What follows belongs to an exercise in optimizing a design on an open flow for small area; a production flow would make more cautious choices.
The RTL was checked by simulation tests, not by an equivalence proof against the original design.
In every run shown here, the design's own scripts or RTL, not TritonCTS, make the clock network.
The clock input has no modelled driver; a real chip could not lean on it and would need a root buffer or a full tree.

==> flow/design.v <==
module fir_filter(clk,reset,data_in,data_out);
input clk,reset;
input signed [15:0] data_in;  
output reg signed [15:0] data_out;  
reg [15:0] x0, x1, x2, x3, x4, x5, x6, x7;
wire [15:0] y;
always @(posedge clk or posedge reset)
  if (reset) begin
    x0 <= 0; x1 <= 0; x2 <= 0; x3 <= 0;
    x4 <= 0; x5 <= 0; x6 <= 0; x7 <= 0;
    data_out <= 0;
  end else begin
    x0 <= data_in; x1 <= x0; x2 <= x1; x3 <= x2;
    x4 <= x3; x5 <= x4; x6 <= x5; x7 <= x6;
    data_out <= y;
  end
  wire n1 = x1[0] ^ x6[0];
  wire n2 = x1[0] & x6[0];
  wire n3, n4;
  fir_fa u_n3 (.a(x1[1]), .b(x6[1]), .c(n2), .s(n3), .co(n4));
  wire n5, n6;
  fir_fa u_n5 (.a(x1[2]), .b(x6[2]), .c(n4), .s(n5), .co(n6));
  wire n7, n8;
  fir_fa u_n7 (.a(x1[3]), .b(x6[3]), .c(n6), .s(n7), .co(n8));
  wire n9, n10;
  fir_fa u_n9 (.a(x1[4]), .b(x6[4]), .c(n8), .s(n9), .co(n10));
  wire n11, n12;
  fir_fa u_n11 (.a(x1[5]), .b(x6[5]), .c(n10), .s(n11), .co(n12));
  wire n13, n14;
  fir_fa u_n13 (.a(x1[6]), .b(x6[6]), .c(n12), .s(n13), .co(n14));
  wire n15, n16;
  fir_fa u_n15 (.a(x1[7]), .b(x6[7]), .c(n14), .s(n15), .co(n16));
  wire n17, n18;
  fir_fa u_n17 (.a(x1[8]), .b(x6[8]), .c(n16), .s(n17), .co(n18));
  wire n19, n20;
  fir_fa u_n19 (.a(x1[9]), .b(x6[9]), .c(n18), .s(n19), .co(n20));
  wire n21, n22;
  fir_fa u_n21 (.a(x1[10]), .b(x6[10]), .c(n20), .s(n21), .co(n22));
  wire n23, n24;
  fir_fa u_n23 (.a(x1[11]), .b(x6[11]), .c(n22), .s(n23), .co(n24));
  wire n25, n26;
  fir_fa u_n25 (.a(x1[12]), .b(x6[12]), .c(n24), .s(n25), .co(n26));
  wire n27, n28;
  fir_fa u_n27 (.a(x1[13]), .b(x6[13]), .c(n26), .s(n27), .co(n28));
  wire n29, n30;
  fir_fa u_n29 (.a(x1[14]), .b(x6[14]), .c(n28), .s(n29), .co(n30));
  wire n31, n32;
  fir_fa u_n31 (.a(x1[15]), .b(x6[15]), .c(~n30), .s(n31), .co(n32));
  wire n33 = x2[0] ^ x5[0];
  wire n34 = x2[0] & x5[0];
  wire n35, n36;
  fir_fa u_n35 (.a(x2[1]), .b(x5[1]), .c(n34), .s(n35), .co(n36));
  wire n37, n38;
  fir_fa u_n37 (.a(x2[2]), .b(x5[2]), .c(n36), .s(n37), .co(n38));
  wire n39, n40;
  fir_fa u_n39 (.a(x2[3]), .b(x5[3]), .c(n38), .s(n39), .co(n40));
  wire n41, n42;
  fir_fa u_n41 (.a(x2[4]), .b(x5[4]), .c(n40), .s(n41), .co(n42));
  wire n43, n44;
  fir_fa u_n43 (.a(x2[5]), .b(x5[5]), .c(n42), .s(n43), .co(n44));
  wire n45, n46;
  fir_fa u_n45 (.a(x2[6]), .b(x5[6]), .c(n44), .s(n45), .co(n46));
  wire n47, n48;
  fir_fa u_n47 (.a(x2[7]), .b(x5[7]), .c(n46), .s(n47), .co(n48));
  wire n49, n50;
  fir_fa u_n49 (.a(x2[8]), .b(x5[8]), .c(n48), .s(n49), .co(n50));
  wire n51, n52;
  fir_fa u_n51 (.a(x2[9]), .b(x5[9]), .c(n50), .s(n51), .co(n52));
  wire n53, n54;
  fir_fa u_n53 (.a(x2[10]), .b(x5[10]), .c(n52), .s(n53), .co(n54));
  wire n55, n56;
  fir_fa u_n55 (.a(x2[11]), .b(x5[11]), .c(n54), .s(n55), .co(n56));
  wire n57, n58;
  fir_fa u_n57 (.a(x2[12]), .b(x5[12]), .c(n56), .s(n57), .co(n58));
  wire n59, n60;
  fir_fa u_n59 (.a(x2[13]), .b(x5[13]), .c(n58), .s(n59), .co(n60));
  wire n61, n62;
  fir_fa u_n61 (.a(x2[14]), .b(x5[14]), .c(n60), .s(n61), .co(n62));
  wire n63, n64;
  fir_fa u_n63 (.a(x2[15]), .b(x5[15]), .c(~n62), .s(n63), .co(n64));
  wire n65 = x3[0] ^ x4[0];
  wire n66 = x3[0] & x4[0];
  wire n67, n68;
  fir_fa u_n67 (.a(x3[1]), .b(x4[1]), .c(n66), .s(n67), .co(n68));
  wire n69, n70;
  fir_fa u_n69 (.a(x3[2]), .b(x4[2]), .c(n68), .s(n69), .co(n70));
  wire n71, n72;
  fir_fa u_n71 (.a(x3[3]), .b(x4[3]), .c(n70), .s(n71), .co(n72));
  wire n73, n74;
  fir_fa u_n73 (.a(x3[4]), .b(x4[4]), .c(n72), .s(n73), .co(n74));
  wire n75, n76;
  fir_fa u_n75 (.a(x3[5]), .b(x4[5]), .c(n74), .s(n75), .co(n76));
  wire n77, n78;
  fir_fa u_n77 (.a(x3[6]), .b(x4[6]), .c(n76), .s(n77), .co(n78));
  wire n79, n80;
  fir_fa u_n79 (.a(x3[7]), .b(x4[7]), .c(n78), .s(n79), .co(n80));
  wire n81, n82;
  fir_fa u_n81 (.a(x3[8]), .b(x4[8]), .c(n80), .s(n81), .co(n82));
  wire n83, n84;
  fir_fa u_n83 (.a(x3[9]), .b(x4[9]), .c(n82), .s(n83), .co(n84));
  wire n85, n86;
  fir_fa u_n85 (.a(x3[10]), .b(x4[10]), .c(n84), .s(n85), .co(n86));
  wire n87, n88;
  fir_fa u_n87 (.a(x3[11]), .b(x4[11]), .c(n86), .s(n87), .co(n88));
  wire n89, n90;
  fir_fa u_n89 (.a(x3[12]), .b(x4[12]), .c(n88), .s(n89), .co(n90));
  wire n91, n92;
  fir_fa u_n91 (.a(x3[13]), .b(x4[13]), .c(n90), .s(n91), .co(n92));
  wire n93, n94;
  fir_fa u_n93 (.a(x3[14]), .b(x4[14]), .c(n92), .s(n93), .co(n94));
  wire n95, n96;
  fir_fa u_n95 (.a(x3[15]), .b(x4[15]), .c(~n94), .s(n95), .co(n96));
  wire n97 = ~x0[0] ^ n33;
  wire n98 = ~x0[0] & n33;
  wire n99, n100;
  fir_fa u_n99 (.a(~x0[1]), .b(n98), .c(n35), .s(n99), .co(n100));
  wire n101, n102;
  fir_fa u_n101 (.a(~x0[2]), .b(n37), .c(n100), .s(n101), .co(n102));
  wire n103, n104;
  fir_fa u_n103 (.a(~x0[3]), .b(n39), .c(n102), .s(n103), .co(n104));
  wire n105, n106;
  fir_fa u_n105 (.a(~x0[4]), .b(n41), .c(n104), .s(n105), .co(n106));
  wire n107, n108;
  fir_fa u_n107 (.a(~x0[5]), .b(n43), .c(n106), .s(n107), .co(n108));
  wire n109, n110;
  fir_fa u_n109 (.a(~x0[6]), .b(n45), .c(n108), .s(n109), .co(n110));
  wire n111, n112;
  fir_fa u_n111 (.a(~x0[7]), .b(n47), .c(n110), .s(n111), .co(n112));
  wire n113, n114;
  fir_fa u_n113 (.a(~x0[8]), .b(n49), .c(n112), .s(n113), .co(n114));
  wire n115, n116;
  fir_fa u_n115 (.a(~x0[9]), .b(n51), .c(n114), .s(n115), .co(n116));
  wire n117, n118;
  fir_fa u_n117 (.a(~x0[10]), .b(n53), .c(n116), .s(n117), .co(n118));
  wire n119, n120;
  fir_fa u_n119 (.a(~x0[11]), .b(n55), .c(n118), .s(n119), .co(n120));
  wire n121, n122;
  fir_fa u_n121 (.a(~x0[12]), .b(n57), .c(n120), .s(n121), .co(n122));
  wire n123, n124;
  fir_fa u_n123 (.a(~x0[13]), .b(n59), .c(n122), .s(n123), .co(n124));
  wire n125, n126;
  fir_fa u_n125 (.a(~x0[14]), .b(n61), .c(n124), .s(n125), .co(n126));
  wire n127, n128;
  fir_fa u_n127 (.a(x0[15]), .b(~n63), .c(n126), .s(n127), .co(n128));
  wire n129 = ~n64 ^ n128;
  wire n130 = ~n64 & n128;
  wire n131 = x0[3] ^ n1;
  wire n132 = x0[3] & n1;
  wire n133, n134;
  fir_fa u_n133 (.a(x0[4]), .b(n132), .c(n3), .s(n133), .co(n134));
  wire n135, n136;
  fir_fa u_n135 (.a(x0[5]), .b(n5), .c(n134), .s(n135), .co(n136));
  wire n137, n138;
  fir_fa u_n137 (.a(x0[6]), .b(n7), .c(n136), .s(n137), .co(n138));
  wire n139, n140;
  fir_fa u_n139 (.a(x0[7]), .b(n9), .c(n138), .s(n139), .co(n140));
  wire n141, n142;
  fir_fa u_n141 (.a(x0[8]), .b(n11), .c(n140), .s(n141), .co(n142));
  wire n143, n144;
  fir_fa u_n143 (.a(x0[9]), .b(n13), .c(n142), .s(n143), .co(n144));
  wire n145, n146;
  fir_fa u_n145 (.a(x0[10]), .b(n15), .c(n144), .s(n145), .co(n146));
  wire n147, n148;
  fir_fa u_n147 (.a(x0[11]), .b(n17), .c(n146), .s(n147), .co(n148));
  wire n149, n150;
  fir_fa u_n149 (.a(x0[12]), .b(n19), .c(n148), .s(n149), .co(n150));
  wire n151, n152;
  fir_fa u_n151 (.a(x0[13]), .b(n21), .c(n150), .s(n151), .co(n152));
  wire n153, n154;
  fir_fa u_n153 (.a(x0[14]), .b(n23), .c(n152), .s(n153), .co(n154));
  wire n155, n156;
  fir_fa u_n155 (.a(~x0[15]), .b(n25), .c(n154), .s(n155), .co(n156));
  wire n157 = n27 ^ n156;
  wire n158 = n27 & n156;
  wire n159 = n158 ^ n29;
  wire n160 = n158 & n29;
  wire n161 = n160 ^ ~n31;
  wire n162 = n160 & ~n31;
  wire n163 = ~n32 ^ n162;
  wire n164 = ~n32 & n162;
  wire n165 = x7[0] ^ n3;
  wire n166 = x7[0] & n3;
  wire n167, n168;
  fir_fa u_n167 (.a(x7[1]), .b(n166), .c(n5), .s(n167), .co(n168));
  wire n169, n170;
  fir_fa u_n169 (.a(x7[2]), .b(n7), .c(n168), .s(n169), .co(n170));
  wire n171, n172;
  fir_fa u_n171 (.a(x7[3]), .b(n9), .c(n170), .s(n171), .co(n172));
  wire n173, n174;
  fir_fa u_n173 (.a(x7[4]), .b(n11), .c(n172), .s(n173), .co(n174));
  wire n175, n176;
  fir_fa u_n175 (.a(x7[5]), .b(n13), .c(n174), .s(n175), .co(n176));
  wire n177, n178;
  fir_fa u_n177 (.a(x7[6]), .b(n15), .c(n176), .s(n177), .co(n178));
  wire n179, n180;
  fir_fa u_n179 (.a(x7[7]), .b(n17), .c(n178), .s(n179), .co(n180));
  wire n181, n182;
  fir_fa u_n181 (.a(x7[8]), .b(n19), .c(n180), .s(n181), .co(n182));
  wire n183, n184;
  fir_fa u_n183 (.a(x7[9]), .b(n21), .c(n182), .s(n183), .co(n184));
  wire n185, n186;
  fir_fa u_n185 (.a(x7[10]), .b(n23), .c(n184), .s(n185), .co(n186));
  wire n187, n188;
  fir_fa u_n187 (.a(x7[11]), .b(n25), .c(n186), .s(n187), .co(n188));
  wire n189, n190;
  fir_fa u_n189 (.a(x7[12]), .b(n27), .c(n188), .s(n189), .co(n190));
  wire n191, n192;
  fir_fa u_n191 (.a(x7[13]), .b(n29), .c(n190), .s(n191), .co(n192));
  wire n193, n194;
  fir_fa u_n193 (.a(x7[14]), .b(n192), .c(~n31), .s(n193), .co(n194));
  wire n195, n196;
  fir_fa u_n195 (.a(x7[15]), .b(n32), .c(~n194), .s(n195), .co(n196));
  wire n197 = x7[0] ^ n97;
  wire n198 = x7[0] & n97;
  wire n199, n200;
  fir_fa u_n199 (.a(x7[1]), .b(n198), .c(n99), .s(n199), .co(n200));
  wire n201, n202;
  fir_fa u_n201 (.a(x7[2]), .b(n200), .c(n101), .s(n201), .co(n202));
  wire n203, n204;
  fir_fa u_n203 (.a(x7[3]), .b(n202), .c(n103), .s(n203), .co(n204));
  wire n205, n206;
  fir_fa u_n205 (.a(x7[4]), .b(n204), .c(n105), .s(n205), .co(n206));
  wire n207, n208;
  fir_fa u_n207 (.a(x7[5]), .b(n206), .c(n107), .s(n207), .co(n208));
  wire n209, n210;
  fir_fa u_n209 (.a(x7[6]), .b(n208), .c(n109), .s(n209), .co(n210));
  wire n211, n212;
  fir_fa u_n211 (.a(x7[7]), .b(n210), .c(n111), .s(n211), .co(n212));
  wire n213, n214;
  fir_fa u_n213 (.a(x7[8]), .b(n212), .c(n113), .s(n213), .co(n214));
  wire n215, n216;
  fir_fa u_n215 (.a(x7[9]), .b(n214), .c(n115), .s(n215), .co(n216));
  wire n217, n218;
  fir_fa u_n217 (.a(x7[10]), .b(n216), .c(n117), .s(n217), .co(n218));
  wire n219, n220;
  fir_fa u_n219 (.a(x7[11]), .b(n218), .c(n119), .s(n219), .co(n220));
  wire n221, n222;
  fir_fa u_n221 (.a(x7[12]), .b(n220), .c(n121), .s(n221), .co(n222));
  wire n223, n224;
  fir_fa u_n223 (.a(x7[13]), .b(n222), .c(n123), .s(n223), .co(n224));
  wire n225, n226;
  fir_fa u_n225 (.a(x7[14]), .b(n224), .c(n125), .s(n225), .co(n226));
  wire n227, n228;
  fir_fa u_n227 (.a(~x7[15]), .b(n226), .c(n127), .s(n227), .co(n228));
  wire n229 = n65 ^ n99;
  wire n230 = n65 & n99;
  wire n231, n232;
  fir_fa u_n231 (.a(n67), .b(n230), .c(n101), .s(n231), .co(n232));
  wire n233, n234;
  fir_fa u_n233 (.a(n69), .b(n232), .c(n103), .s(n233), .co(n234));
  wire n235, n236;
  fir_fa u_n235 (.a(n71), .b(n234), .c(n105), .s(n235), .co(n236));
  wire n237, n238;
  fir_fa u_n237 (.a(n73), .b(n236), .c(n107), .s(n237), .co(n238));
  wire n239, n240;
  fir_fa u_n239 (.a(n75), .b(n238), .c(n109), .s(n239), .co(n240));
  wire n241, n242;
  fir_fa u_n241 (.a(n77), .b(n240), .c(n111), .s(n241), .co(n242));
  wire n243, n244;
  fir_fa u_n243 (.a(n79), .b(n242), .c(n113), .s(n243), .co(n244));
  wire n245, n246;
  fir_fa u_n245 (.a(n81), .b(n244), .c(n115), .s(n245), .co(n246));
  wire n247, n248;
  fir_fa u_n247 (.a(n83), .b(n246), .c(n117), .s(n247), .co(n248));
  wire n249, n250;
  fir_fa u_n249 (.a(n85), .b(n248), .c(n119), .s(n249), .co(n250));
  wire n251, n252;
  fir_fa u_n251 (.a(n87), .b(n250), .c(n121), .s(n251), .co(n252));
  wire n253, n254;
  fir_fa u_n253 (.a(n89), .b(n252), .c(n123), .s(n253), .co(n254));
  wire n255, n256;
  fir_fa u_n255 (.a(n91), .b(n254), .c(n125), .s(n255), .co(n256));
  wire n257, n258;
  fir_fa u_n257 (.a(n93), .b(n256), .c(n127), .s(n257), .co(n258));
  wire n259, n260;
  fir_fa u_n259 (.a(~n95), .b(n129), .c(n258), .s(n259), .co(n260));
  wire n261, n262;
  fir_fa u_n261 (.a(~n96), .b(n130), .c(n260), .s(n261), .co(n262));
  wire n263 = x0[0] ^ n201;
  wire n264 = x0[0] & n201;
  wire n265, n266;
  fir_fa u_n265 (.a(x0[1]), .b(n264), .c(n203), .s(n265), .co(n266));
  wire n267, n268;
  fir_fa u_n267 (.a(x0[2]), .b(n266), .c(n205), .s(n267), .co(n268));
  wire n269, n270;
  fir_fa u_n269 (.a(n131), .b(n268), .c(n207), .s(n269), .co(n270));
  wire n271, n272;
  fir_fa u_n271 (.a(n133), .b(n270), .c(n209), .s(n271), .co(n272));
  wire n273, n274;
  fir_fa u_n273 (.a(n135), .b(n272), .c(n211), .s(n273), .co(n274));
  wire n275, n276;
  fir_fa u_n275 (.a(n137), .b(n274), .c(n213), .s(n275), .co(n276));
  wire n277, n278;
  fir_fa u_n277 (.a(n139), .b(n276), .c(n215), .s(n277), .co(n278));
  wire n279, n280;
  fir_fa u_n279 (.a(n141), .b(n278), .c(n217), .s(n279), .co(n280));
  wire n281, n282;
  fir_fa u_n281 (.a(n143), .b(n280), .c(n219), .s(n281), .co(n282));
  wire n283 = n145 ^ n221;
  wire n284 = n145 & n221;
  wire n285, n286;
  fir_fa u_n285 (.a(n147), .b(n284), .c(n223), .s(n285), .co(n286));
  wire n287, n288;
  fir_fa u_n287 (.a(n149), .b(n286), .c(n225), .s(n287), .co(n288));
  wire n289, n290;
  fir_fa u_n289 (.a(n151), .b(n288), .c(n227), .s(n289), .co(n290));
  wire n291, n292;
  fir_fa u_n291 (.a(n153), .b(n129), .c(n228), .s(n291), .co(n292));
  wire n293 = n290 ^ n291;
  wire n294 = n290 & n291;
  wire n295, n296;
  fir_fa u_n295 (.a(n155), .b(n130), .c(n292), .s(n295), .co(n296));
  wire n297 = n294 ^ n295;
  wire n298 = n294 & n295;
  wire n299 = (1'b0 & n1) | (1'b0 & n199) | (n1 & n199);
  wire n300, n301;
  fir_fa u_n300 (.a(n97), .b(n165), .c(n299), .s(n300), .co(n301));
  wire n302 = ~(n263 | n300);
  wire n303 = 1'b0 ^ x0[0] ^ n229;
  wire n304 = (1'b0 & x0[0]) | (1'b0 & n229) | (x0[0] & n229);
  wire n305, n306;
  fir_fa u_n305 (.a(n167), .b(n303), .c(n301), .s(n305), .co(n306));
  wire n307 = (~n302 & n305) | (~n302 & n265) | (n305 & n265);
  wire n308 = 1'b1 ^ ~x0[1] ^ n65;
  wire n309 = (1'b1 & ~x0[1]) | (1'b1 & n65) | (~x0[1] & n65);
  wire n310, n311;
  fir_fa u_n310 (.a(n1), .b(n304), .c(n169), .s(n310), .co(n311));
  wire n312, n313;
  fir_fa u_n312 (.a(~n308), .b(n231), .c(n310), .s(n312), .co(n313));
  wire n314, n315;
  fir_fa u_n314 (.a(n306), .b(n312), .c(n267), .s(n314), .co(n315));
  wire n316 = ~(n307 | n314);
  wire n317, n318;
  fir_fa u_n317 (.a(~x0[2]), .b(n67), .c(n309), .s(n317), .co(n318));
  wire n319, n320;
  fir_fa u_n319 (.a(n197), .b(n165), .c(~n317), .s(n319), .co(n320));
  wire n321, n322;
  fir_fa u_n321 (.a(n319), .b(n171), .c(n311), .s(n321), .co(n322));
  wire n323, n324;
  fir_fa u_n323 (.a(n233), .b(n321), .c(n313), .s(n323), .co(n324));
  wire n325, n326;
  fir_fa u_n325 (.a(n323), .b(n315), .c(n269), .s(n325), .co(n326));
  wire n327 = n316 & ~n325;
  wire n328, n329;
  fir_fa u_n328 (.a(~n131), .b(n69), .c(n318), .s(n328), .co(n329));
  wire n330, n331;
  fir_fa u_n330 (.a(n167), .b(n320), .c(n199), .s(n330), .co(n331));
  wire n332, n333;
  fir_fa u_n332 (.a(n330), .b(n173), .c(n322), .s(n332), .co(n333));
  wire n334, n335;
  fir_fa u_n334 (.a(n235), .b(n332), .c(n324), .s(n334), .co(n335));
  wire n336, n337;
  fir_fa u_n336 (.a(n334), .b(n326), .c(n271), .s(n336), .co(n337));
  wire n338 = (n328 & n327) | (n328 & ~n336) | (n327 & ~n336);
  wire n339, n340;
  fir_fa u_n339 (.a(~n133), .b(n71), .c(n329), .s(n339), .co(n340));
  wire n341, n342;
  fir_fa u_n341 (.a(n169), .b(n331), .c(~n339), .s(n341), .co(n342));
  wire n343, n344;
  fir_fa u_n343 (.a(n263), .b(n341), .c(n175), .s(n343), .co(n344));
  wire n345, n346;
  fir_fa u_n345 (.a(n333), .b(n237), .c(n343), .s(n345), .co(n346));
  wire n347, n348;
  fir_fa u_n347 (.a(n335), .b(n345), .c(n337), .s(n347), .co(n348));
  wire n349 = (n273 & n347) | (n273 & ~n338) | (n347 & ~n338);
  wire n350 = 1'b0 ^ n1 ^ n135;
  wire n351 = (1'b0 & n1) | (1'b0 & n135) | (n1 & n135);
  wire n352, n353;
  fir_fa u_n352 (.a(n73), .b(~n350), .c(n340), .s(n352), .co(n353));
  wire n354, n355;
  fir_fa u_n354 (.a(n171), .b(n342), .c(~n352), .s(n354), .co(n355));
  wire n356, n357;
  fir_fa u_n356 (.a(n265), .b(n354), .c(n344), .s(n356), .co(n357));
  wire n358, n359;
  fir_fa u_n358 (.a(n177), .b(n239), .c(n346), .s(n358), .co(n359));
  wire n360, n361;
  fir_fa u_n360 (.a(n356), .b(n358), .c(n348), .s(n360), .co(n361));
  wire n362 = (n275 & n360) | (n275 & n349) | (n360 & n349);
  wire n363, n364;
  fir_fa u_n363 (.a(n165), .b(n137), .c(n351), .s(n363), .co(n364));
  wire n365, n366;
  fir_fa u_n365 (.a(n75), .b(~n363), .c(n353), .s(n365), .co(n366));
  wire n367, n368;
  fir_fa u_n367 (.a(n173), .b(n355), .c(~n365), .s(n367), .co(n368));
  wire n369, n370;
  fir_fa u_n369 (.a(n267), .b(n367), .c(n357), .s(n369), .co(n370));
  wire n371, n372;
  fir_fa u_n371 (.a(n179), .b(n359), .c(n369), .s(n371), .co(n372));
  wire n373, n374;
  fir_fa u_n373 (.a(n241), .b(n371), .c(n361), .s(n373), .co(n374));
  wire n375 = (n277 & n373) | (n277 & n362) | (n373 & n362);
  wire n376 = 1'b1 ^ n97 ^ ~n167;
  wire n377 = (1'b1 & n97) | (1'b1 & ~n167) | (n97 & ~n167);
  wire n378, n379;
  fir_fa u_n378 (.a(~n376), .b(n139), .c(n364), .s(n378), .co(n379));
  wire n380, n381;
  fir_fa u_n380 (.a(n77), .b(~n378), .c(n366), .s(n380), .co(n381));
  wire n382, n383;
  fir_fa u_n382 (.a(n175), .b(n368), .c(~n380), .s(n382), .co(n383));
  wire n384, n385;
  fir_fa u_n384 (.a(n269), .b(n382), .c(n370), .s(n384), .co(n385));
  wire n386, n387;
  fir_fa u_n386 (.a(n181), .b(n372), .c(n384), .s(n386), .co(n387));
  wire n388, n389;
  fir_fa u_n388 (.a(n243), .b(n386), .c(n374), .s(n388), .co(n389));
  wire n390 = (n279 & n388) | (n279 & n375) | (n388 & n375);
  wire n391, n392;
  fir_fa u_n391 (.a(n229), .b(~n169), .c(n377), .s(n391), .co(n392));
  wire n393, n394;
  fir_fa u_n393 (.a(~n391), .b(n141), .c(n379), .s(n393), .co(n394));
  wire n395, n396;
  fir_fa u_n395 (.a(n79), .b(~n393), .c(n381), .s(n395), .co(n396));
  wire n397, n398;
  fir_fa u_n397 (.a(n177), .b(n383), .c(~n395), .s(n397), .co(n398));
  wire n399, n400;
  fir_fa u_n399 (.a(n271), .b(n397), .c(n385), .s(n399), .co(n400));
  wire n401, n402;
  fir_fa u_n401 (.a(n183), .b(n387), .c(n399), .s(n401), .co(n402));
  wire n403, n404;
  fir_fa u_n403 (.a(n245), .b(n401), .c(n389), .s(n403), .co(n404));
  wire n405 = (n281 & n403) | (n281 & n390) | (n403 & n390);
  wire n406, n407;
  fir_fa u_n406 (.a(n1), .b(n97), .c(~n231), .s(n406), .co(n407));
  wire n408, n409;
  fir_fa u_n408 (.a(n171), .b(~n392), .c(n406), .s(n408), .co(n409));
  wire n410, n411;
  fir_fa u_n410 (.a(n143), .b(n394), .c(n408), .s(n410), .co(n411));
  wire n412, n413;
  fir_fa u_n412 (.a(n81), .b(n396), .c(~n410), .s(n412), .co(n413));
  wire n414, n415;
  fir_fa u_n414 (.a(n179), .b(n398), .c(~n412), .s(n414), .co(n415));
  wire n416, n417;
  fir_fa u_n416 (.a(n273), .b(n414), .c(n400), .s(n416), .co(n417));
  wire n418, n419;
  fir_fa u_n418 (.a(n185), .b(n402), .c(n416), .s(n418), .co(n419));
  wire n420, n421;
  fir_fa u_n420 (.a(n247), .b(n418), .c(n282), .s(n420), .co(n421));
  wire n422, n423;
  fir_fa u_n422 (.a(n404), .b(n283), .c(n420), .s(n422), .co(n423));
  wire n424 = ~(n405 | n422);
  wire n425, n426;
  fir_fa u_n425 (.a(n165), .b(n229), .c(n407), .s(n425), .co(n426));
  wire n427, n428;
  fir_fa u_n427 (.a(n173), .b(n425), .c(n409), .s(n427), .co(n428));
  wire n429, n430;
  fir_fa u_n429 (.a(n145), .b(n411), .c(n427), .s(n429), .co(n430));
  wire n431, n432;
  fir_fa u_n431 (.a(n233), .b(n83), .c(n413), .s(n431), .co(n432));
  wire n433, n434;
  fir_fa u_n433 (.a(n429), .b(n181), .c(n415), .s(n433), .co(n434));
  wire n435, n436;
  fir_fa u_n435 (.a(~n431), .b(n275), .c(n433), .s(n435), .co(n436));
  wire n437, n438;
  fir_fa u_n437 (.a(n417), .b(n187), .c(n435), .s(n437), .co(n438));
  wire n439, n440;
  fir_fa u_n439 (.a(n419), .b(n249), .c(n437), .s(n439), .co(n440));
  wire n441, n442;
  fir_fa u_n441 (.a(n439), .b(n421), .c(n423), .s(n441), .co(n442));
  wire n443 = (n285 & ~n424) | (n285 & n441) | (~n424 & n441);
  wire n444 = 1'b1 ^ n97 ^ ~n167;
  wire n445 = (1'b1 & n97) | (1'b1 & ~n167) | (n97 & ~n167);
  wire n446, n447;
  fir_fa u_n446 (.a(~n444), .b(n231), .c(n426), .s(n446), .co(n447));
  wire n448, n449;
  fir_fa u_n448 (.a(n175), .b(n428), .c(n446), .s(n448), .co(n449));
  wire n450, n451;
  fir_fa u_n450 (.a(n147), .b(n430), .c(n448), .s(n450), .co(n451));
  wire n452, n453;
  fir_fa u_n452 (.a(n235), .b(n85), .c(n432), .s(n452), .co(n453));
  wire n454, n455;
  fir_fa u_n454 (.a(n450), .b(n183), .c(n434), .s(n454), .co(n455));
  wire n456, n457;
  fir_fa u_n456 (.a(n454), .b(n277), .c(n436), .s(n456), .co(n457));
  wire n458, n459;
  fir_fa u_n458 (.a(n189), .b(n438), .c(n456), .s(n458), .co(n459));
  wire n460, n461;
  fir_fa u_n460 (.a(n251), .b(n440), .c(n458), .s(n460), .co(n461));
  wire n462, n463;
  fir_fa u_n462 (.a(~n452), .b(n460), .c(n442), .s(n462), .co(n463));
  wire n464 = (n287 & n443) | (n287 & n462) | (n443 & n462);
  wire n465, n466;
  fir_fa u_n465 (.a(n229), .b(~n169), .c(n445), .s(n465), .co(n466));
  wire n467, n468;
  fir_fa u_n467 (.a(n233), .b(n447), .c(n177), .s(n467), .co(n468));
  wire n469, n470;
  fir_fa u_n469 (.a(n465), .b(n237), .c(~n449), .s(n469), .co(n470));
  wire n471, n472;
  fir_fa u_n471 (.a(n467), .b(n149), .c(n451), .s(n471), .co(n472));
  wire n473, n474;
  fir_fa u_n473 (.a(n87), .b(n469), .c(n453), .s(n473), .co(n474));
  wire n475, n476;
  fir_fa u_n475 (.a(n471), .b(n185), .c(n455), .s(n475), .co(n476));
  wire n477, n478;
  fir_fa u_n477 (.a(n475), .b(n457), .c(n279), .s(n477), .co(n478));
  wire n479, n480;
  fir_fa u_n479 (.a(n191), .b(n459), .c(n477), .s(n479), .co(n480));
  wire n481, n482;
  fir_fa u_n481 (.a(n253), .b(n461), .c(n479), .s(n481), .co(n482));
  wire n483, n484;
  fir_fa u_n483 (.a(~n473), .b(n481), .c(n463), .s(n483), .co(n484));
  wire n485, n486;
  fir_fa u_n485 (.a(n289), .b(n464), .c(n483), .s(n485), .co(n486));
  wire n487, n488;
  fir_fa u_n487 (.a(n231), .b(~n171), .c(n466), .s(n487), .co(n488));
  wire n489, n490;
  fir_fa u_n489 (.a(n235), .b(n179), .c(n468), .s(n489), .co(n490));
  wire n491, n492;
  fir_fa u_n491 (.a(n487), .b(n239), .c(n470), .s(n491), .co(n492));
  wire n493, n494;
  fir_fa u_n493 (.a(n489), .b(n151), .c(n472), .s(n493), .co(n494));
  wire n495, n496;
  fir_fa u_n495 (.a(n89), .b(n491), .c(n474), .s(n495), .co(n496));
  wire n497, n498;
  fir_fa u_n497 (.a(n493), .b(n187), .c(n476), .s(n497), .co(n498));
  wire n499, n500;
  fir_fa u_n499 (.a(n497), .b(n478), .c(n281), .s(n499), .co(n500));
  wire n501, n502;
  fir_fa u_n501 (.a(n193), .b(n480), .c(n499), .s(n501), .co(n502));
  wire n503, n504;
  fir_fa u_n503 (.a(n255), .b(n482), .c(n501), .s(n503), .co(n504));
  wire n505, n506;
  fir_fa u_n505 (.a(n503), .b(n293), .c(n484), .s(n505), .co(n506));
  wire n507, n508;
  fir_fa u_n507 (.a(~n495), .b(n486), .c(n505), .s(n507), .co(n508));
  wire n509, n510;
  fir_fa u_n509 (.a(n233), .b(~n173), .c(n488), .s(n509), .co(n510));
  wire n511, n512;
  fir_fa u_n511 (.a(n237), .b(n181), .c(n490), .s(n511), .co(n512));
  wire n513, n514;
  fir_fa u_n513 (.a(n509), .b(n241), .c(n492), .s(n513), .co(n514));
  wire n515, n516;
  fir_fa u_n515 (.a(n511), .b(n153), .c(n494), .s(n515), .co(n516));
  wire n517, n518;
  fir_fa u_n517 (.a(n91), .b(n513), .c(n496), .s(n517), .co(n518));
  wire n519, n520;
  fir_fa u_n519 (.a(n515), .b(n189), .c(n498), .s(n519), .co(n520));
  wire n521, n522;
  fir_fa u_n521 (.a(n282), .b(n519), .c(n283), .s(n521), .co(n522));
  wire n523, n524;
  fir_fa u_n523 (.a(n517), .b(~n500), .c(n195), .s(n523), .co(n524));
  wire n525, n526;
  fir_fa u_n525 (.a(n521), .b(n502), .c(~n523), .s(n525), .co(n526));
  wire n527, n528;
  fir_fa u_n527 (.a(n257), .b(n504), .c(n525), .s(n527), .co(n528));
  wire n529, n530;
  fir_fa u_n529 (.a(n527), .b(n297), .c(n506), .s(n529), .co(n530));
  wire n531, n532;
  fir_fa u_n531 (.a(n235), .b(~n175), .c(n510), .s(n531), .co(n532));
  wire n533, n534;
  fir_fa u_n533 (.a(n239), .b(n183), .c(n512), .s(n533), .co(n534));
  wire n535, n536;
  fir_fa u_n535 (.a(n531), .b(n243), .c(n514), .s(n535), .co(n536));
  wire n537, n538;
  fir_fa u_n537 (.a(n533), .b(n155), .c(n157), .s(n537), .co(n538));
  wire n539, n540;
  fir_fa u_n539 (.a(n93), .b(~n516), .c(n535), .s(n539), .co(n540));
  wire n541, n542;
  fir_fa u_n541 (.a(n537), .b(~n518), .c(n191), .s(n541), .co(n542));
  wire n543, n544;
  fir_fa u_n543 (.a(~n539), .b(n520), .c(n541), .s(n543), .co(n544));
  wire n545, n546;
  fir_fa u_n545 (.a(~n196), .b(n522), .c(n543), .s(n545), .co(n546));
  wire n547, n548;
  fir_fa u_n547 (.a(n285), .b(~n524), .c(n545), .s(n547), .co(n548));
  wire n549, n550;
  fir_fa u_n549 (.a(n526), .b(n259), .c(n547), .s(n549), .co(n550));
  wire n551, n552;
  fir_fa u_n551 (.a(n296), .b(n528), .c(n298), .s(n551), .co(n552));
  wire n553, n554;
  fir_fa u_n553 (.a(n549), .b(n551), .c(n530), .s(n553), .co(n554));
  wire n555 = 1'b1 ^ ~n177 ^ n237;
  wire n556 = (1'b1 & ~n177) | (1'b1 & n237) | (~n177 & n237);
  wire n557, n558;
  fir_fa u_n557 (.a(n532), .b(n555), .c(~n241), .s(n557), .co(n558));
  wire n559, n560;
  fir_fa u_n559 (.a(~n557), .b(n185), .c(n534), .s(n559), .co(n560));
  wire n561, n562;
  fir_fa u_n561 (.a(n245), .b(~n157), .c(n536), .s(n561), .co(n562));
  wire n563, n564;
  fir_fa u_n563 (.a(n559), .b(n159), .c(n538), .s(n563), .co(n564));
  wire n565, n566;
  fir_fa u_n565 (.a(~n95), .b(n540), .c(n561), .s(n565), .co(n566));
  wire n567, n568;
  fir_fa u_n567 (.a(n563), .b(n542), .c(n193), .s(n567), .co(n568));
  wire n569, n570;
  fir_fa u_n569 (.a(~n565), .b(n544), .c(n567), .s(n569), .co(n570));
  wire n571, n572;
  fir_fa u_n571 (.a(n546), .b(n569), .c(n287), .s(n571), .co(n572));
  wire n573, n574;
  fir_fa u_n573 (.a(n548), .b(n571), .c(n550), .s(n573), .co(n574));
  wire n575, n576;
  fir_fa u_n575 (.a(n261), .b(n552), .c(n573), .s(n575), .co(n576));
  wire n577 = 1'b1 ^ n556 ^ n239;
  wire n578 = (1'b1 & n556) | (1'b1 & n239) | (n556 & n239);
  wire n579, n580;
  fir_fa u_n579 (.a(n179), .b(~n577), .c(n243), .s(n579), .co(n580));
  wire n581, n582;
  fir_fa u_n581 (.a(n579), .b(n187), .c(n560), .s(n581), .co(n582));
  wire n583, n584;
  fir_fa u_n583 (.a(n558), .b(n247), .c(~n159), .s(n583), .co(n584));
  wire n585, n586;
  fir_fa u_n585 (.a(n96), .b(n581), .c(~n562), .s(n585), .co(n586));
  wire n587, n588;
  fir_fa u_n587 (.a(n161), .b(n564), .c(~n583), .s(n587), .co(n588));
  wire n589, n590;
  fir_fa u_n589 (.a(~n566), .b(n585), .c(n587), .s(n589), .co(n590));
  wire n591, n592;
  fir_fa u_n591 (.a(n568), .b(~n195), .c(n589), .s(n591), .co(n592));
  wire n593, n594;
  fir_fa u_n593 (.a(n570), .b(n591), .c(n572), .s(n593), .co(n594));
  wire n595, n596;
  fir_fa u_n595 (.a(n289), .b(n262), .c(n593), .s(n595), .co(n596));
  wire n597, n598;
  fir_fa u_n597 (.a(n574), .b(n595), .c(n576), .s(n597), .co(n598));
  wire n599, n600;
  fir_fa u_n599 (.a(~n181), .b(n578), .c(n241), .s(n599), .co(n600));
  wire n601, n602;
  fir_fa u_n601 (.a(~n599), .b(n245), .c(n580), .s(n601), .co(n602));
  wire n603, n604;
  fir_fa u_n603 (.a(n189), .b(n601), .c(n582), .s(n603), .co(n604));
  wire n605, n606;
  fir_fa u_n605 (.a(n249), .b(~n161), .c(n584), .s(n605), .co(n606));
  wire n607, n608;
  fir_fa u_n607 (.a(n603), .b(n586), .c(n163), .s(n607), .co(n608));
  wire n609, n610;
  fir_fa u_n609 (.a(~n588), .b(n605), .c(n196), .s(n609), .co(n610));
  wire n611, n612;
  fir_fa u_n611 (.a(n607), .b(n590), .c(~n609), .s(n611), .co(n612));
  wire n613, n614;
  fir_fa u_n613 (.a(n592), .b(n611), .c(n293), .s(n613), .co(n614));
  wire n615, n616;
  fir_fa u_n615 (.a(n594), .b(n613), .c(n596), .s(n615), .co(n616));
  wire n617, n618;
  fir_fa u_n617 (.a(~n183), .b(n243), .c(n600), .s(n617), .co(n618));
  wire n619, n620;
  fir_fa u_n619 (.a(~n617), .b(n247), .c(n602), .s(n619), .co(n620));
  wire n621, n622;
  fir_fa u_n621 (.a(n191), .b(n604), .c(n619), .s(n621), .co(n622));
  wire n623, n624;
  fir_fa u_n623 (.a(n164), .b(n163), .c(~n251), .s(n623), .co(n624));
  wire n625, n626;
  fir_fa u_n625 (.a(~n606), .b(n621), .c(n608), .s(n625), .co(n626));
  wire n627, n628;
  fir_fa u_n627 (.a(n623), .b(~n610), .c(n625), .s(n627), .co(n628));
  wire n629, n630;
  fir_fa u_n629 (.a(n612), .b(n627), .c(n297), .s(n629), .co(n630));
  wire n631, n632;
  fir_fa u_n631 (.a(n614), .b(n629), .c(n616), .s(n631), .co(n632));
  wire n633, n634;
  fir_fa u_n633 (.a(~n185), .b(n245), .c(n618), .s(n633), .co(n634));
  wire n635, n636;
  fir_fa u_n635 (.a(n157), .b(n249), .c(n620), .s(n635), .co(n636));
  wire n637, n638;
  fir_fa u_n637 (.a(n164), .b(n622), .c(n635), .s(n637), .co(n638));
  wire n639, n640;
  fir_fa u_n639 (.a(n633), .b(~n193), .c(n253), .s(n639), .co(n640));
  wire n641, n642;
  fir_fa u_n641 (.a(n624), .b(n637), .c(n626), .s(n641), .co(n642));
  wire n643, n644;
  fir_fa u_n643 (.a(~n639), .b(n641), .c(n628), .s(n643), .co(n644));
  wire n645, n646;
  fir_fa u_n645 (.a(n643), .b(n296), .c(n298), .s(n645), .co(n646));
  wire n647, n648;
  fir_fa u_n647 (.a(n630), .b(n645), .c(n632), .s(n647), .co(n648));
  wire n649, n650;
  fir_fa u_n649 (.a(~n187), .b(n247), .c(n634), .s(n649), .co(n650));
  wire n651, n652;
  fir_fa u_n651 (.a(n159), .b(n636), .c(n251), .s(n651), .co(n652));
  wire n653, n654;
  fir_fa u_n653 (.a(~n649), .b(n638), .c(n651), .s(n653), .co(n654));
  wire n655, n656;
  fir_fa u_n655 (.a(n195), .b(n255), .c(n640), .s(n655), .co(n656));
  wire n657, n658;
  fir_fa u_n657 (.a(n653), .b(n642), .c(~n655), .s(n657), .co(n658));
  wire n659, n660;
  fir_fa u_n659 (.a(n644), .b(n657), .c(n646), .s(n659), .co(n660));
  wire n661 = 1'b1 ^ n249 ^ n650;
  wire n662 = (1'b1 & n249) | (1'b1 & n650) | (n249 & n650);
  wire n663, n664;
  fir_fa u_n663 (.a(n189), .b(n161), .c(~n661), .s(n663), .co(n664));
  wire n665, n666;
  fir_fa u_n665 (.a(n652), .b(~n196), .c(n253), .s(n665), .co(n666));
  wire n667, n668;
  fir_fa u_n667 (.a(n663), .b(n654), .c(n665), .s(n667), .co(n668));
  wire n669, n670;
  fir_fa u_n669 (.a(n656), .b(n257), .c(~n667), .s(n669), .co(n670));
  wire n671, n672;
  fir_fa u_n671 (.a(n658), .b(~n669), .c(n660), .s(n671), .co(n672));
  wire n673, n674;
  fir_fa u_n673 (.a(n191), .b(n163), .c(~n662), .s(n673), .co(n674));
  wire n675, n676;
  fir_fa u_n675 (.a(~n251), .b(n664), .c(n673), .s(n675), .co(n676));
  wire n677, n678;
  fir_fa u_n677 (.a(n255), .b(n666), .c(n675), .s(n677), .co(n678));
  wire n679, n680;
  fir_fa u_n679 (.a(n668), .b(n677), .c(~n259), .s(n679), .co(n680));
  wire n681, n682;
  fir_fa u_n681 (.a(~n670), .b(n679), .c(n672), .s(n681), .co(n682));
  wire n683 = 1'b0 ^ n164 ^ n193;
  wire n684 = (1'b0 & n164) | (1'b0 & n193) | (n164 & n193);
  wire n685, n686;
  fir_fa u_n685 (.a(n674), .b(~n253), .c(n683), .s(n685), .co(n686));
  wire n687, n688;
  fir_fa u_n687 (.a(n676), .b(n685), .c(n257), .s(n687), .co(n688));
  wire n689, n690;
  fir_fa u_n689 (.a(n678), .b(n687), .c(n680), .s(n689), .co(n690));
  wire n691, n692;
  fir_fa u_n691 (.a(~n261), .b(n689), .c(n682), .s(n691), .co(n692));
  wire n693 = 1'b1 ^ ~n684 ^ n195;
  wire n694 = (1'b1 & ~n684) | (1'b1 & n195) | (~n684 & n195);
  wire n695, n696;
  fir_fa u_n695 (.a(n255), .b(~n686), .c(n693), .s(n695), .co(n696));
  wire n697, n698;
  fir_fa u_n697 (.a(~n695), .b(n688), .c(n259), .s(n697), .co(n698));
  wire n699, n700;
  fir_fa u_n699 (.a(~n262), .b(n697), .c(n690), .s(n699), .co(n700));
  wire n701, n702;
  fir_fa u_n701 (.a(n196), .b(n694), .c(n257), .s(n701), .co(n702));
  wire n703, n704;
  fir_fa u_n703 (.a(n696), .b(n701), .c(~n261), .s(n703), .co(n704));
  wire n705, n706;
  fir_fa u_n705 (.a(n698), .b(~n703), .c(n700), .s(n705), .co(n706));
  wire n707 = n702 ^ n259 ^ ~n262;
  wire n708 = n704 ^ n707 ^ ~n706;
  wire n709 = n508 ^ n529;
  wire n710 = ~(n508 | n529);
  wire n711 = ~n553 ^ n710;
  wire n712 = ~n553 & n710;
  wire n713, n714;
  fir_fa u_n713 (.a(n554), .b(n575), .c(~n712), .s(n713), .co(n714));
  wire n715 = n597 ^ n714;
  wire n716 = ~(n597 | n714);
  wire n717, n718;
  fir_fa u_n717 (.a(n598), .b(n615), .c(~n716), .s(n717), .co(n718));
  wire n719 = n631 ^ n718;
  wire n720 = ~(n631 | n718);
  wire n721 = ~n647 ^ n720;
  wire n722 = ~n647 & n720;
  wire n723 = n648 ^ n659;
  wire n724 = ~(n648 | n659);
  wire n725 = ~n671 ^ n724;
  wire n726 = ~n671 & n724;
  wire n727 = ~n681 ^ n726;
  wire n728 = ~n681 & n726;
  wire n729 = ~n691 ^ n728;
  wire n730 = ~n691 & n728;
  wire n731, n732;
  fir_fa u_n731 (.a(n692), .b(n699), .c(~n730), .s(n731), .co(n732));
  wire n733 = n705 ^ n732;
  wire n734 = ~(n705 | n732);
  wire n735 = n708 ^ n734;
  wire n736 = n648 ^ n659 ^ 1'b0;
  wire n737 = (n648 & n659) | (n648 & 1'b0) | (n659 & 1'b0);
  wire n738 = n671 ^ n737;
  wire n739 = ~(n671 | n737);
  wire n740 = ~n681 ^ n739;
  wire n741 = ~n681 & n739;
  wire n742 = ~n691 ^ n741;
  wire n743 = ~n691 & n741;
  wire n744, n745;
  fir_fa u_n744 (.a(n692), .b(n699), .c(~n743), .s(n744), .co(n745));
  wire n746 = n705 ^ n745;
  wire n747 = ~(n705 | n745);
  wire n748 = n708 ^ n747;
  wire n749 = n722 ? ~n736 : n723;
  wire n750 = n722 ? n738 : n725;
  wire n751 = n722 ? n740 : n727;
  wire n752 = n722 ? n742 : n729;
  wire n753 = n722 ? n744 : n731;
  wire n754 = n722 ? n746 : n733;
  wire n755 = n722 ? n748 : n735;
  assign y = {n755, n754, ~n753, n752, n751, n750, n749, n721, n719, ~n717, n715, ~n713, n711, n709, ~n507, ~n485};
endmodule
module fir_fa(a, b, c, s, co);
input a, b, c;
output s, co;
assign s = a ^ b ^ c;
assign co = (a & b) | (a & c) | (b & c);
endmodule
==> flow/flow/run.sh <==
#!/bin/bash
# The standard layout (bash standard.sh) with these changes:
#  - port buffers (one per input and output port, as standard) use buf_1 cells;
#  - after clock tree synthesis, its tree is replaced (POST_CTS_TCL hook) by a
#    two-level tree: clk -> one clkbuf_8 -> 9 clkbuf_8, each driving the
#    flip-flops of one placement cluster (flow/mantree.tcl, flow/rebuild.tcl).
# standard.sh's output goes to standard_flow.log; ORFS's per-step logs stay in orfs/logs.
set -euo pipefail
FLOWDIR="$PWD/flow"
cat > "$PWD/post_cts.tcl" <<EOF
source $FLOWDIR/mantree.tcl
source $FLOWDIR/rebuild.tcl
clktree_rebuild 9 sky130_fd_sc_hd__clkbuf_8 sky130_fd_sc_hd__clkbuf_8
detailed_placement
check_placement -verbose
estimate_parasitics -placement
report_worst_slack -max
report_worst_slack -min
EOF
export POST_CTS_TCL="$PWD/post_cts.tcl"
export BUFFER_PORTS_ARGS="-buffer_cell sky130_fd_sc_hd__buf_1"
export CTS_ARGS="-sink_clustering_enable -repair_clock_nets -buf_list sky130_fd_sc_hd__clkbuf_8 -dont_use_dummy_load"
bash standard.sh > standard_flow.log 2>&1
==> flow/flow/mantree.tcl <==
# Build a two-level clock tree by hand: the clock port drives one root
# buffer, which drives NLEAF leaf buffers, each feeding the flip-flops of one
# k-means cluster (by placed location) directly.
proc mantree_build { nleaf leaf_cell root_cell } {
  set db [ord::get_db]
  set block [ord::get_db_block]
  set clknet [$block findNet clk]
  set sinks {}
  foreach it [$clknet getITerms] {
    lappend sinks $it
  }
  set pts {}
  foreach it $sinks {
    set b [[$it getInst] getBBox]
    lappend pts [list [expr {([$b xMin] + [$b xMax]) / 2}] [expr {([$b yMin] + [$b yMax]) / 2}]]
  }
  set n [llength $pts]
  # k-means, deterministic init: sinks sorted by x then split evenly
  set order [lsort -integer -indices [lmap p $pts {lindex $p 0}]]
  set cent {}
  for {set k 0} {$k < $nleaf} {incr k} {
    set i [lindex $order [expr {int(($k + 0.5) * $n / $nleaf)}]]
    lappend cent [lindex $pts $i]
  }
  set cap [expr {int(ceil(double($n) / $nleaf)) + 2}]
  for {set iter 0} {$iter < 30} {incr iter} {
    # capacity-limited assignment: closest sink-centroid pairs first
    set pairs {}
    for {set i 0} {$i < $n} {incr i} {
      set p [lindex $pts $i]
      for {set k 0} {$k < $nleaf} {incr k} {
        set c [lindex $cent $k]
        set d [expr {abs([lindex $p 0] - [lindex $c 0]) + abs([lindex $p 1] - [lindex $c 1])}]
        lappend pairs [list $d $i $k]
      }
    }
    set pairs [lsort -real -index 0 $pairs]
    set asg [lrepeat $n -1]
    set cnt [lrepeat $nleaf 0]
    foreach pr $pairs {
      lassign $pr d i k
      if {[lindex $asg $i] >= 0} continue
      if {[lindex $cnt $k] >= $cap} continue
      lset asg $i $k
      lset cnt $k [expr {[lindex $cnt $k] + 1}]
    }
    set newc {}
    for {set k 0} {$k < $nleaf} {incr k} {
      set sx 0; set sy 0; set m 0
      for {set i 0} {$i < $n} {incr i} {
        if {[lindex $asg $i] == $k} {
          set sx [expr {$sx + [lindex $pts $i 0]}]
          set sy [expr {$sy + [lindex $pts $i 1]}]
          incr m
        }
      }
      if {$m > 0} {
        lappend newc [list [expr {$sx / $m}] [expr {$sy / $m}]]
      } else {
        lappend newc [lindex $cent $k]
      }
    }
    set cent $newc
  }
  # root buffer at the centroid of the leaves
  set rx 0; set ry 0
  foreach c $cent { set rx [expr {$rx + [lindex $c 0]}]; set ry [expr {$ry + [lindex $c 1]}] }
  set rx [expr {$rx / $nleaf}]; set ry [expr {$ry / $nleaf}]
  set rmaster [$db findMaster $root_cell]
  set lmaster [$db findMaster $leaf_cell]
  set root [odb::dbInst_create $block $rmaster "clkroot_buf"]
  $root setLocation [expr {int($rx)}] [expr {int($ry)}]
  $root setPlacementStatus PLACED
  set rnet [odb::dbNet_create $block "clk_root"]
  $rnet setSigType CLOCK
  foreach it $sinks { $it disconnect }
  [$root findITerm A] connect $clknet
  [$root findITerm X] connect $rnet
  for {set k 0} {$k < $nleaf} {incr k} {
    set leaf [odb::dbInst_create $block $lmaster "clkleaf_buf_$k"]
    $leaf setLocation [expr {int([lindex $cent $k 0])}] [expr {int([lindex $cent $k 1])}]
    $leaf setPlacementStatus PLACED
    set lnet [odb::dbNet_create $block "clk_leaf_$k"]
    $lnet setSigType CLOCK
    [$leaf findITerm A] connect $rnet
    [$leaf findITerm X] connect $lnet
    for {set i 0} {$i < $n} {incr i} {
      if {[lindex $asg $i] == $k} {
        [lindex $sinks $i] connect $lnet
      }
    }
  }
  puts "mantree: $n sinks, $nleaf leaves, cluster sizes $cnt"
}
==> flow/flow/rebuild.tcl <==
# Replace the clock tree that clock_tree_synthesis built with a two-level
# tree (mantree.tcl): every flip-flop clock pin goes back on the clock net,
# the CTS buffers and their nets are removed, then the new tree is built.
proc clktree_rebuild { nleaf leaf_cell root_cell } {
  set block [ord::get_db_block]
  set clknet [$block findNet clk]
  set bufs {}
  foreach inst [$block getInsts] {
    if {[string match "clkbuf_*" [$inst getName]] && [string match "sky130_fd_sc_hd__clkbuf_*" [[$inst getMaster] getName]]} {
      lappend bufs $inst
    }
  }
  set nets {}
  foreach b $bufs {
    set onet [[$b findITerm X] getNet]
    if {$onet ne "NULL"} { lappend nets $onet }
  }
  foreach onet $nets {
    foreach it [$onet getITerms] {
      set inst [$it getInst]
      if {[lsearch -exact $bufs $inst] >= 0} continue
      $it disconnect
      $it connect $clknet
    }
  }
  foreach b $bufs { odb::dbInst_destroy $b }
  foreach onet $nets { odb::dbNet_destroy $onet }
  puts "clktree_rebuild: removed [llength $bufs] CTS buffers"
  mantree_build $nleaf $leaf_cell $root_cell
}
==> flow/standard.sh <==
#!/bin/bash
# synth_recipe.tcl (not shown) runs the flow's synth.tcl, then flattens the netlist and writes it again
# the make line also repeats each setting of config.mk as NAME=value (left out here)
make -C /OpenROAD-flow-scripts/flow DESIGN_CONFIG=/design/flow/config.mk WORK_HOME=/design/flow/orfs CLKGATE_MAP_FILE= SYNTH_SCRIPT=/design/flow/synth_recipe.tcl "${@:-finish}"
==> flow/config.mk <==
export PLATFORM = sky130hd
export DESIGN_NAME = fir_filter
export DESIGN_NICKNAME = fir_filter
export VERILOG_FILES = /design/flow/design.v
export SDC_FILE = /design/flow/constraint.sdc
export NUM_CORES = 4
export LEC_CHECK = 0
export CAP_MARGIN = 20
export CORE_MARGIN = 2
export CORE_UTILIZATION = 66
export GPL_TIMING_DRIVEN = 0
export SLEW_MARGIN = 20
export SYNTH_HIERARCHICAL = 1
==> flow/constraint.sdc <==
create_clock -name core_clock -period 13.0 [get_ports {clk}]
set_input_delay 2.6000 -clock core_clock [delete_from_list [all_inputs] [get_ports {clk}]]
set_output_delay 2.6000 -clock core_clock [all_outputs]
set_load 0.01 [all_outputs]
==> impl_metrics.toml, run 1 <==
[outcome]
outcome = "timing/DRC/antenna clean"

[sta]
timing.final.setup_violations = 0
tns_ns = 0
min_period_ns = 12.61
skew_ns = 0.0191
min_period_over_period_pct = 97.0
clock.fmax_mhz = 79.3
max_slew_margin_pct = 67.0
hold_viol_final = 0
finalMaxSlewViolations = 0
transition_at_the_pin_with_the_smallest_max_transition_slack_ns = 0.495

[synthesis]
post_synth_inst_count = 669
synth.cell_area_sq_um = 11300
yosys.area.top_type_share_pct = 57.3
async_flop_share_pct = 100
synth.largest_area_cell = "fa_1"
synth.area.top_cells = "fa_1 (57%), dfrtp_1 (32%), inv_1 (4.2%)"
synth_enable_flop_cells = 0
synth_flop_cell = "dfrtp_1"
yosysWarnings = 7
most_instantiated_library_cell_after_synthesis = "fa_1"
synth-seq-area-share_pct = 31.9
syn_nets = 1045
syn_avg_cell_area_sq_um = 16.9
synthesized_flop_and_latch_total = 144
synth_common_cells = "fa_1 (323), dfrtp_1 (144), inv_1 (127)"
synth_cell_types = 24

[finish]
fraction_of_layout_instances_using_a_drive_strength_above_1_pct = 5.44
final_antenna_diode_count = 0
layout.core_utilization_pct = 71.9
area.sequential_sq_um = 3600
nets_final = 1095
layout.filler_cells = 1070
flow.area_growth_from_synthesis_pct = 6.03
multi_input_area_sq_um = 7270

[grt]
global_route_total_overflow = 0
grt_util_all_layers_pct = 25.5
via_count_of_the_first_global_routing_pass = 6262
grt_pass1_wl_um = 33800
grt_antenna_before_repair = 0
grt_max_degree = 74

[worst_setup_path]
critical_path_start_type = "flop"
crit_buf_inv = 6
cp_data_arrival_time_ns = 12.95
crit_fanout = 5
critical-path-max-stage-delay_ns = 0.62
timing.critical_path.max_delay_family = "adder cells"
cell_type_with_the_highest_occurrence_count_on_the_critical_path = "fa_1"
slowest_stage = "fa_2"
required_ns = 13.34
timing_worst_setup_path_type = "reg -> reg"
type_of_destination_of_the_critical_path = "flop"

[die]
die_w_um = 135
die_h_um = 135
rows = 47
ioPinCount = 34
coreArea_sq_um = 16600
die_area_sq_um = 18200
initial_core_util_pct = 67.8

[placement]
post-dp-hpwl_um = 18400
io_buffer_count = 33
place.gp.congestion = 0.930

[routing]
totalWireLength_um = 20400
drt.antenna.violating_nets = 0
count_of_tritonroute_iterations_in_the_first_routing_pass = 4
detail_route.drc_violations = 0
routed-via-count = 4953
avgViaCountPerCell = 5.29
wire_per_inst_um = 21.7
dr.first_iter.drc_count = 186

[flow_run]
timing.max_cap.violations = 0

[min_path]
min_delay_worst_type = "reg -> reg"

[clock_network]
clkLatencyLatePin_ns = 0.43
clock-sinks = 144
cts.reportedPaths.clkPinSlew_ns = 0.10
[Yosys stat by module, one instance, submodules excluded]
module,times used,cell area [sq um],flip-flops and latches,cells
fir_filter,1,4820,144,346
fir_fa,323,20.0,0,1
[metal layers]
layer | share of wire (%) | global-route usage (%) | wire length (um)
met5 | 0 | 0 | 0
met4 | 1.5 | 3.63 | 309
met3 | 6.0 | 5.11 | 1220
met2 | 48 | 39.8 | 9810
met1 | 44 | 39.9 | 9030
[logic make-up (layout without fill, tap and decap cells)]
logic type | after synthesis | after routing | synth area share [%]
compound gates | 10 | 10 | 0.676
simple gates | 14 | 14 | 0.610
flops | 144 | 144 | 31.9
xor+xnor | 9 | 9 | 0.699
fa+ha+maj | 360 | 360 | 61.4
mux | 4 | 4 | 0.399
buf+inv | 128 | 176 | 4.32
[metrics by stage]
step	area, sq um	setup WS (ns)	cells	hold WS [ns]
2_1_floorplan	11300	0.963	669	0.357
3_5_place_dp	11700	0.0975	923	0.366
5_1_grt	12000	-0.00161	937	0.409
6_report	12000	0.392	937	0.388
3_3_place_gp	11700	0.261	922	0.369
[worst paths after layout]
check	start	slack, ns	end	cells past startpoint
max	x5[0]	0.39	data_out[15]	39
min	x5[10]	0.39	x6[10]	0
max reg2reg	x5[0]	0.39	data_out[15]	39
min reg2reg	x5[10]	0.39	x6[10]	0
max in group asynchronous	reset	10.06	x1[13]	3
min in group asynchronous	reset	2.24	x1[6]	2
[registers in the layout (all words and copies together), names as in the netlist]
name      cells
x0           16
x7           16
x1           16
x4           16
x5           16
data_out     16
x3           16
x2           16
x6           16
[placed cells by master (no fill, tap or decap), types with 2 or more instances in the layout]
cell      Yosys  layout
mux2i_1       2       2
ha_1         35      33
nand2b_1      2       2
xor2_1        2       2
dfrtp_1     144     144
clkbuf_8      0      10
nand2_1       4       4
buf_1         0      33
maj3_1        2       2
fa_1        323     305
xnor2_1       7       7
ha_4          0       2
fa_2          0      18
nor2_1        4       4
a221oi_1      2       2
buf_4         0       4
and2_1        2       2
inv_1       127     126
o22ai_1       3       3
[layout make-up]
cell class,count,area share [%]
timing repair buffer,38,1.52
tap,220,2.30
buffer,11,1.24
multi-input combinational,397,60.8
inverter,127,4.05
sequential,144,30.1
==> inputs of run 2 (changes only) <==
--- a/flow/config.mk
+++ b/flow/config.mk
@@ -7,7 +7,7 @@
 export LEC_CHECK = 0
 export CAP_MARGIN = 20
 export CORE_MARGIN = 2
-export CORE_UTILIZATION = 66
+export CORE_UTILIZATION = 80
 export GPL_TIMING_DRIVEN = 0
 export SLEW_MARGIN = 20
 export SYNTH_HIERARCHICAL = 1
==> run 2 against run 1 <==
  * Via count grew 9.4%
  * Critical path depth shrank 3
  * First-iteration DRC count grew 110%
  * Sequential share of layout area is essentially flat
  * Wire length grew 16%
  * Register-to-register slack lost 0.10 ns
  * Global-route usage grew 10 points
  * Area after synthesis is the same
  * Synthesized cell count is the same
  * Core utilization grew 15 points
  * Largest cell class unchanged
  * Highest routed layer unchanged
==> impl_metrics.toml, run 2 <==
[sta]
tns_ns = 0
clock.fmax_mhz = 78.7
transition_at_the_pin_with_the_smallest_max_transition_slack_ns = 0.494
skew_ns = 0.0187
min_period_ns = 12.71
timing.final.setup_violations = 0
finalMaxSlewViolations = 0
max_slew_margin_pct = 67.1
hold_viol_final = 0
postLayoutSetupSlackWorst_ns = 0.287
min_period_over_period_pct = 97.8

[synthesis]
synth.largest_area_cell = "fa_1"
synth.cell_area_sq_um = 11300
synth.area.top_cells = "fa_1 (57%), dfrtp_1 (32%), inv_1 (4.2%)"
most_instantiated_library_cell_after_synthesis = "fa_1"
yosys.area.top_type_share_pct = 57.3
synth_common_cells = "fa_1 (323), dfrtp_1 (144), inv_1 (127)"
synth_flop_cell = "dfrtp_1"
async_flop_share_pct = 100
syn_nets = 1045
yosysWarnings = 7
synth-seq-area-share_pct = 31.9
syn_avg_cell_area_sq_um = 16.9
synth_cell_types = 24
synth_enable_flop_cells = 0
post_synth_inst_count = 669
synthesized_flop_and_latch_total = 144

[min_path]
min_delay_worst_type = "reg -> reg"
timing.hold.worst_path_depth = 0
hold_end = "x6[0]"
timing.hold.worst.start = "x5[0]"

[die]
die_h_um = 123
ioPinCount = 34
initial_core_util_pct = 81.6
rows = 43
die_w_um = 123
die_area_sq_um = 15100
coreArea_sq_um = 13800

[grt]
via_count_of_the_first_global_routing_pass = 6770
grt_antenna_before_repair = 0
grt_util_all_layers_pct = 35.7
global_route_total_overflow = 0
grt_pass1_wl_um = 37500
grt_max_degree = 75

[worst_setup_path]
crit_fanout = 2
critical_path.startpoint = "x1[0]"
r2r_start = "x1[0]"
worst_setup_slack_for_register_to_register_paths_ns = 0.29
crit_buf_inv = 4
required_ns = 13.29
crit-reg2reg-capture = "data_out[15]"
critical-path-max-stage-delay_ns = 0.59
type_of_destination_of_the_critical_path = "flop"
critical_path_start_type = "flop"
cp_data_arrival_time_ns = 13.00
rr_worst_depth = 36
slowest_stage = "fa_2"
cell_type_with_the_highest_occurrence_count_on_the_critical_path = "fa_1"
timing.critical_path.max_delay_family = "adder cells"
timing_worst_setup_path_type = "reg -> reg"

[routing]
detail_route.drc_violations = 0
wire_per_inst_um = 26.3
totalWireLength_um = 23700
dr.first_iter.drc_count = 387
avgViaCountPerCell = 6.03
routed-via-count = 5420
count_of_tritonroute_iterations_in_the_first_routing_pass = 4
drt.antenna.violating_nets = 0

[placement]
post-dp-hpwl_um = 20400
io_buffer_count = 33
dp_slack_ns = 0.0410
place.gp.congestion = 0.990

[finish]
layout.cells.most_common = "fa_1"
layout.filler_cells = 578
fraction_of_layout_instances_using_a_drive_strength_above_1_pct = 7.65
flow.area_growth_from_synthesis_pct = 6.08
layout.cells.most_common_list = "fa_1 (292), dfrtp_1 (144), inv_1 (126)"
nets_final = 1097
final_antenna_diode_count = 0

[clock_network]
clock-sinks = 144
cts.reportedPaths.clkPinSlew_ns = 0.09
clkLatencyLatePin_ns = 0.41

[flow_run]
timing.max_cap.violations = 0

[outcome]
outcome = "timing/DRC/antenna clean"
-- run 2: logic make-up after synthesis --
kind of cell	after synthesis	share of synthesized area, %
AO/OA/AOI/OAI	10	0.676
adder cells (fa/ha/maj)	360	61.4
buffers and inverters	128	4.32
multiplexers	4	0.399
AND/OR/NAND/NOR	14	0.610
XOR/XNOR	9	0.699
flip-flops	144	31.9
-- run 2: worst max path at each step --
stage | end | slack (ns) | cells past startpoint
finish | data_out[15] | 0.29 | 36
global route | data_out[15] | -0.01 | 40
detailed placement | data_out[15] | 0.04 | 39
global placement | data_out[15] | 0.31 | 39
floorplan | data_out[15] | 0.96 | 39
-- run 2: per-layer routing --
layer	up-vias	share of wire [%]	GRT usage, %
met4	0	2.7	9.77
met5	-	0	0
met1	3074	37	49.1
met2	240	52	58.9
met3	50	7.9	9.25
li1	2056	-	-
-- run 2: final cells by class --
| cell class | instances | area, sq um | area share (%) |
|---|---|---|---|
| Tap cell | 180 | 225 | 1.88 |
| Timing Repair Buffer | 40 | 196 | 1.64 |
| Multi-Input combinational cell | 397 | 7310 | 61.1 |
| Buffer | 11 | 149 | 1.24 |
| Inverter | 127 | 484 | 4.05 |
| Sequential cell | 144 | 3600 | 30.1 |
-- run 2: Yosys stat by module (local to each module, per instance) --
module,cells,flops+latches
fir_fa,1,0
fir_filter,346,144
-- run 2: metrics by stage --
stage          hold WS, ns  util [%]  std cells  instance area [sq um]
2_1_floorplan        0.357         -        669                  11300
6_report             0.399      86.6        899                  12000
3_3_place_gp         0.372      84.1        882                  11600
3_5_place_dp         0.374      84.4        883                  11700
5_1_grt              0.412      86.6        899                  12000

==> what the ideal ports hide <==
No port has a modelled driver above. Below, the same layouts with a new extraction and two added sets of constraints. Step 1 (the two cells are an assumption about what drives the block):
set clk [get_ports {clk}]
set_driving_cell -lib_cell sky130_fd_sc_hd__clkbuf_16 $clk
set_driving_cell -lib_cell sky130_fd_sc_hd__buf_2 [delete_from_list [all_inputs] $clk]
Step 2 times the ports against the registers' clock, not the clock port: input delays grow and output delays shrink by t, the midpoint of the rising clock arrivals with the driver on. a / b / c = ideal ports / drivers / drivers and shift; a / b = the first two.
run | t, ns | setup slack, ns | worst setup path after step 2 | worst data-port slew with drivers (ns) | cell pins on the clock port's net
run 1 | 0.451 | 0.392 / 0.392 / 0.392 | register to register | 0.04 | 1
run 2 | 0.433 | 0.287 / 0.287 / 0.287 | register to register | 0.04 | 1
After both steps setup and hold are still met in every run listed.
